Source: an optimization exercise on an open RTL-to-GDS flow (aim: small area, a short achievable clock period and few clock cycles). Production flows keep margins and buffers that such runs may drop.
Where RTL was checked, it was by simulation tests only, not by an equivalence proof against the original.

==> v9 <==
## exu
module exu(
	input wire clk,
	input wire rstn,
	input wire [19:0] ex_sig,
	input wire [31:0] ex_src1,
	input wire [31:0] ex_src2,
	input wire ex_out_valid,
	output reg [31:0] ex_result,
	output wire [2:0] ex_exception,
	output reg ex_in_valid
	);
make LEC_CHECK=0 ABC_CLOCK_PERIOD_IN_PS=5000 CAP_MARGIN=20 CORE_MARGIN=2 CORE_UTILIZATION=50 SETUP_SLACK_MARGIN=4 SLEW_MARGIN=20 TNS_END_PERCENT=10 finish   # period 10.0 ns
run.sh (not shown) runs the stock make flow with config.mk's settings and CLKGATE_MAP_FILE= SYNTH_SCRIPT=/design/flow/synth_recipe.tcl, a recipe that flattens the netlist after the stock synthesis.
==> v1 (differences from v9) <==
--- a/flow/design.v
+++ b/flow/design.v
@@ -10,17 +10,17 @@
 	output reg ex_in_valid
 	);
 	assign ex_exception = 3'd0;
 	reg st_mul, st_fa1, st_fa2, st_dneg, st_dnorm, st_diter, st_dfix,
 	    st_x0, st_lm1, st_lm2;
 	wire idle = ~(st_mul | st_fa1 | st_fa2 | st_dneg | st_dnorm | st_diter |
 	              st_dfix | st_x0 | st_lm1 | st_lm2);
 	reg ph_sq, ph_m1;      
-	reg m_ai, m_af, m_bf, m_x;  
+	reg [32:0] MA;         
 	reg [31:0] A, B, Q;
 	reg [32:0] P;
 	reg [12:0] X;
 	reg [7:0] EY0, EY1;
 	reg SY, SWP, F1, FSUB, SGL;
 	reg [4:0] cnt;
 	reg sA, sB;
 	reg o_fdiv, o_div, o_rem, o_sdiv;
@@ -40,32 +40,33 @@
 	               (ex_sig[15] & i2[31]) | (ex_sig[16] & ~i2[31]);
 	wire is_cmp = |ex_sig[16:12];
 	wire is_imul = |ex_sig[3:0];
 	wire is_div = |ex_sig[7:4];
 	wire is_fadd = ex_sig[8] | ex_sig[9];
 	wire [8:0] ed = {1'b0, i1[30:23]} - {1'b0, i2[30:23]};
 	wire [7:0] sm_i = ed[8] ? (i2[30:23] - i1[30:23]) : ed[7:0];
 	wire fa_sy = gt31 ? i1[31] : (i2[31] ^ ex_sig[9]);
-	wire [32:0] ma = ({33{m_ai}} & {sA & A[31], A}) |
-	                 ({33{m_af}} & {10'd1, A[22:0]}) |
-	                 ({33{m_bf}} & {10'd1, B[22:0]}) |
-	                 ({33{m_x}}  & {9'd0, X, 11'd0});
+	wire [32:0] ma = MA;
 	wire last = cnt == 5'd0;
 	wire sd = last & sB & Q[7];
 	wire [40:0] t;
 	mstep mstep_u (.ma(ma), .d({sd, Q[7:0]}), .P(P), .t(t));
 	wire [22:0] mymux = P[23] ? P[22:0] : {P[21:0], Q[31]};
 	wire [31:0] dmin = A;
 	wire [32:0] dsub = {1'b0, dmin} - {1'b0, Q};
 	wire dge = ~dsub[32];
+	wire [32:0] dsubh = {1'b0, dmin} - {2'b0, Q[31:1]};
+	wire [33:0] c3a = {2'b0, dmin}, c3b = ~{2'b0, Q}, c3c = ~{3'b0, Q[31:1]};
+	wire [33:0] c3s = c3a ^ c3b ^ c3c;
+	wire [33:0] c3c2 = {(c3a[32:0] & c3b[32:0]) | (c3a[32:0] & c3c[32:0]) | (c3b[32:0] & c3c[32:0]), 1'b1};
+	wire [33:0] dsub3 = c3s + c3c2 + 34'd1;
+	wire dge2 = dge ? ~dsub3[33] : ~dsubh[32];
 	wire [31:0] dr1 = dge ? dsub[31:0] : dmin;
-	wire [32:0] dsub2 = {1'b0, dr1} - {2'b0, Q[31:1]};
-	wire dge2 = ~dsub2[32];
-	wire [31:0] dr2 = SGL ? dr1 : (dge2 ? dsub2[31:0] : dr1);
+	wire [31:0] dr2 = SGL ? dr1 : (dge ? (dge2 ? dsub3[31:0] : dsub[31:0]) : (dge2 ? dsubh[31:0] : dmin));
 	wire [31:0] dq2 = SGL ? {1'b0, Q[31:1]} : {2'b0, Q[31:2]};
 	wire [31:0] negA = ~A + 32'd1;
 	wire [31:0] negB = ~B + 32'd1;
 	function [5:0] clz32(input [31:0] v);
 		integer k;
 		begin
 			clz32 = 6'd32;
 			for (k = 0; k < 32; k = k + 1)
@@ -96,60 +97,56 @@
 				if (v[k]) lzc25 = 5'd24 - k[4:0];
 		end
 	endfunction
 	wire [4:0] lz = lzc25(m1c);
 	wire [24:0] m1s = m1c << lz;
 	wire [8:0] ey1a = {1'b0, e1a} - {4'd0, lz};
 	wire [7:0] ey1 = (ey1a[8] | ~|m1c) ? 8'd0 : ey1a[7:0];
 	wire [31:0] fa_res = flag1 ? {SY, ey1, m1s[23:1]} : {SY, ey2, my2};
-	wire [8:0] fm_eya0 = (A[30:0] == 31'd0 || B[30:0] == 31'd0) ? 9'd0 : {1'b0, A[30:23]} + {1'b0, B[30:23]};
-	wire [9:0] fm_e0 = {1'b0, fm_eya0} - 10'd127;
-	wire [9:0] fm_e1 = {1'b0, fm_eya0} - 10'd126;
-	wire [8:0] fd_eya0 = (P[30:23] == 8'd0) ? 9'd0 : {1'b0, P[30:23]} + 9'd126;
-	wire [8:0] fd_eya1 = (P[30:23] == 8'd0) ? 9'd0 : {1'b0, P[30:23]} + 9'd127;
-	wire [8:0] fd_e0 = fd_eya0 - {1'b0, B[30:23]};
-	wire [8:0] fd_e1 = fd_eya1 - {1'b0, B[30:23]};
-	wire [7:0] ey0_n = o_fdiv ? ((fd_eya0 > {1'b0, B[30:23]}) ? fd_e0[7:0] : 8'd0) : (fm_e0[9] ? 8'd0 : fm_e0[7:0]);
-	wire [7:0] ey1_n = o_fdiv ? ((fd_eya1 > {1'b0, B[30:23]}) ? fd_e1[7:0] : 8'd0) : (fm_e1[9] ? 8'd0 : fm_e1[7:0]);
+	wire [7:0] xe = o_fdiv ? P[30:23] : A[30:23];
+	wire fzero = o_fdiv ? (P[30:23] == 8'd0) : 1'b0;
+	wire mzero = ~o_fdiv & ((A[30:0] == 31'd0) | (B[30:0] == 31'd0));
+	wire [9:0] D0 = mzero ? 10'h381 :
+	                {2'b0, xe} + (o_fdiv ? ~{2'b0, B[30:23]} : {2'b0, B[30:23]}) + (o_fdiv ? 10'd127 : 10'h381);
+	wire [9:0] D1 = D0 + 10'd1;
+	wire [7:0] ey0_n = (D0[9] | fzero) ? 8'd0 : D0[7:0];
+	wire [7:0] ey1_n = (D1[9] | fzero) ? 8'd0 : D1[7:0];
 	wire [22:0] mix2 = {X[10:0], 12'd0} - mymux;
 	always @(posedge clk) begin
 		if (~rstn) begin
 			{st_mul, st_fa1, st_fa2, st_dneg, st_dnorm, st_diter, st_dfix, st_x0, st_lm1, st_lm2} <= 10'd0;
 			ex_in_valid <= 1'b0;
 		end else begin
 			ex_in_valid <= 1'b0;
 			if (idle & ex_out_valid) begin
-				A <= ex_sig[11] ? {7'd0, 1'b1, 13'd0, 11'd0} + {22'd0, 1'b1, ex_src2[22:13]} + 32'd1 : ex_src1;
+				A <= ex_sig[11] ? 32'd8385537 + {22'd0, ex_src2[22:13]} - {9'd0, ex_src2[22:13], 13'd0} : ex_src1;
 				B <= ex_src2;
 				sA <= ex_sig[1] | ex_sig[2];
 				sB <= ex_sig[1];
-				m_ai <= is_imul;
-				m_af <= ex_sig[10];
-				m_bf <= 1'b0;
-				m_x <= 1'b0;
+				MA <= ex_sig[10] ? {10'd1, ex_src1[22:0]} : {(ex_sig[1] | ex_sig[2]) & ex_src1[31], ex_src1};
 				ph_sq <= 1'b0;
 				ph_m1 <= 1'b0;
 				o_fdiv <= ex_sig[11];
 				o_div <= ex_sig[4] | ex_sig[5];
 				o_rem <= ex_sig[6] | ex_sig[7];
 				o_sdiv <= ex_sig[4] | ex_sig[6];
 				SIGX <= ex_src1[31];
 				SIGD <= ex_src2[31];
 				FSUB <= ex_sig[9];
 				SY <= is_fadd ? fa_sy : (ex_src1[31] ^ ex_src2[31]);
 				SWP <= lt31;
 				EY0 <= sm_i;
 				R0 <= cmp_bit;
 				P <= ex_sig[11] ? {1'b0, ex_src1} : 33'd0;
 				Q <= ex_sig[10] ? {8'd0, 1'b1, ex_src2[22:0]} :
-				     ex_sig[11] ? {8'd0, 1'b1, ex_src2[22:13], 1'b1, 12'd0} : ex_src2;
-				X <= 13'd0;
-				cnt <= ex_sig[10] ? 5'd2 : ex_sig[11] ? 5'd6 : 5'd3;
-				SGL <= 1'b1;
+				     ex_sig[11] ? {9'd0, 1'b1, ex_src2[22:13], 1'b1, 11'd0} : ex_src2;
+				X <= 13'd1;
+				cnt <= ex_sig[10] ? 5'd2 : ex_sig[11] ? 5'd5 : 5'd3;
+				SGL <= 1'b0;
 				os_cmp <= |ex_sig[14:12];
 				os_sg <= ex_sig[15] | ex_sig[16];
 				osel <= {ex_sig[10] | ex_sig[11], ex_sig[4] | ex_sig[5], ex_sig[6] | ex_sig[7], ex_sig[0], ~(ex_sig[0] | is_div | ex_sig[10] | ex_sig[11] | is_cmp)};
 				ex_in_valid <= is_cmp;
 				st_mul <= is_imul | ex_sig[10];
 				st_fa1 <= is_fadd;
 				st_dneg <= is_div & (ex_sig[4] | ex_sig[6]) & (ex_src1[31] | ex_src2[31]);
 				st_dnorm <= is_div & ~((ex_sig[4] | ex_sig[6]) & (ex_src1[31] | ex_src2[31]));
@@ -178,20 +175,26 @@
 				if (o_sdiv & B[31]) B <= negB;
 				st_dneg <= 1'b0;
 				st_dnorm <= 1'b1;
 			end
 			if (st_dnorm) begin
 				st_dnorm <= 1'b0;
 				if (B == 32'd0) begin
 					B <= 32'hffffffff;
-					st_dfix <= 1'b1;
+					if (o_sdiv & ((o_div & (SIGX ^ SIGD)) | (o_rem & SIGX)))
+						st_dfix <= 1'b1;
+					else
+						ex_in_valid <= 1'b1;
 				end else if (nsh[6]) begin
 					B <= 32'd0;
-					st_dfix <= 1'b1;
+					if (o_sdiv & o_rem & SIGX)
+						st_dfix <= 1'b1;
+					else
+						ex_in_valid <= 1'b1;
 				end else begin
 					Q <= Bsh;
 					B <= 32'd0;
 					cnt <= {1'b0, nsh[4:1]};
 					SGL <= ~nsh[0];
 					st_diter <= 1'b1;
 				end
 			end
@@ -225,37 +228,35 @@
 				cnt <= cnt - 5'd1;
 				if (last) begin
 					A <= P[31:0];
 					P <= 33'd0;
 					Q <= {16'd0, X[10:0], dge, dge2, 3'd0};
 					cnt <= 5'd1;
 					st_x0 <= 1'b0;
 					st_mul <= 1'b1;
-					m_x <= 1'b1;
+					MA <= {9'd0, X[10:0], dge, dge2, 11'd0};
 					ph_sq <= 1'b1;
 				end
 			end
 			if (st_lm1) begin
 				P <= 33'd0;
 				Q <= {8'd0, 1'b1, mymux};
 				cnt <= 5'd2;
-				m_x <= 1'b0;
-				m_bf <= 1'b1;
+				MA <= {10'd1, B[22:0]};
 				ph_sq <= 1'b0;
 				ph_m1 <= 1'b1;
 				st_lm1 <= 1'b0;
 				st_mul <= 1'b1;
 			end
 			if (st_lm2) begin
 				P <= 33'd0;
 				Q <= {8'd0, 1'b1, mix2};
 				cnt <= 5'd2;
-				m_bf <= 1'b0;
-				m_af <= 1'b1;
+				MA <= {10'd1, A[22:0]};
 				ph_m1 <= 1'b0;
 				st_lm2 <= 1'b0;
 				st_mul <= 1'b1;
 			end
 		end
 	end
 	wire [31:0] fpack = {SY, P[23] ? EY1 : EY0, mymux};
 	always @(*) begin
==> flow/flow/run.sh (new file) <==
#!/bin/bash
# The standard layout (standard.sh: ORFS synthesis to finish, unchanged
# scripts and settings), with two changes to how the layout is made:
#  - port buffers are buf_2 cells (buffer_ports otherwise picks the slow
#    clkdlybuf4s50 delay cell for every input and output port);
#  - the resizer may swap cells of different footprints when it repairs
#    timing (the platform sets MATCH_CELL_FOOTPRINT = 1).
# make's full output goes to orfs_make.log in the work folder; ORFS keeps
# each tool's log under orfs/logs/.
set -euo pipefail
bash standard.sh MATCH_CELL_FOOTPRINT=0 "BUFFER_PORTS_ARGS=-buffer_cell sky130_fd_sc_hd__buf_2" finish > orfs_make.log 2>&1
==> flow/standard.sh (new file) <==
#!/bin/bash
# synth_recipe.tcl (not shown) runs the flow's synth.tcl, then flattens the netlist and writes it again
# the make line also repeats each setting of config.mk as NAME=value (left out here)
make -C /OpenROAD-flow-scripts/flow DESIGN_CONFIG=/design/flow/config.mk WORK_HOME=/design/flow/orfs CLKGATE_MAP_FILE= SYNTH_SCRIPT=/design/flow/synth_recipe.tcl "${@:-finish}"
- CAP_MARGIN: 20 -> 30
- CORE_UTILIZATION: 50 -> 45
- SLEW_MARGIN: 20 -> 30
- TNS_END_PERCENT: 10 -> 0
removed: flow/run.sh
==> results.cfg <==
[run_status]
status = finished clean

[finish]
n_antenna_cell = 18
seq_area_mm2 = 0.00661

[setup_path]
timing.rr.start = A[0]
rrSetupSlack_ns = 3.70

[global_route]
use_met3_pct = 15.9
Source of the figures above: v1

==> results.cfg <==
[setup_path]
timing.rr.start = m_af
rrSetupSlack_ns = 3.29

[flow_run]
drv_cap = 1

[run_status]
status = complete, but fails checks
so.violations = max-capacitance violations, max-slew violations

[timing]
drv_slew = 2
Source of the figures above: v9

Testbench counts of v1, summed over its fixed seeds: cycles 122,462.
For v9, only the layout was checked, not whether the RTL still works.

## separate check: timing with driven ports
How much do the figures lean on ideal ports? The routed layouts below were timed once more, with nothing changed but the port constraints. Step 1 assumes that a clkbuf_16 drives the clock port and a buf_2 every other input. Step 2 times the ports against the registers' clock, not the clock port: input delays grow and output delays shrink by t, the midpoint of the rising clock arrivals with the driver on. Three values: ideal, step 1, step 2; two values: the first two.
run	t (ns)	setup slack, ns	worst hold slack (ns)	latest minus earliest clock arrival (ns)	worst slew at a driven data input, ns
v9	0.609	3.288 / 3.288 / 3.288	0.533 / 0.533 / 0.533	0.033 / 0.033	0.09
v1	0.672	3.704 / 3.704 / 3.637	0.508 / 0.508 / 0.508	0.039 / 0.039	0.04
For v1, which loses most, drivers alone change the setup slack by 0.000 ns; drivers and shift together by -0.067 ns.
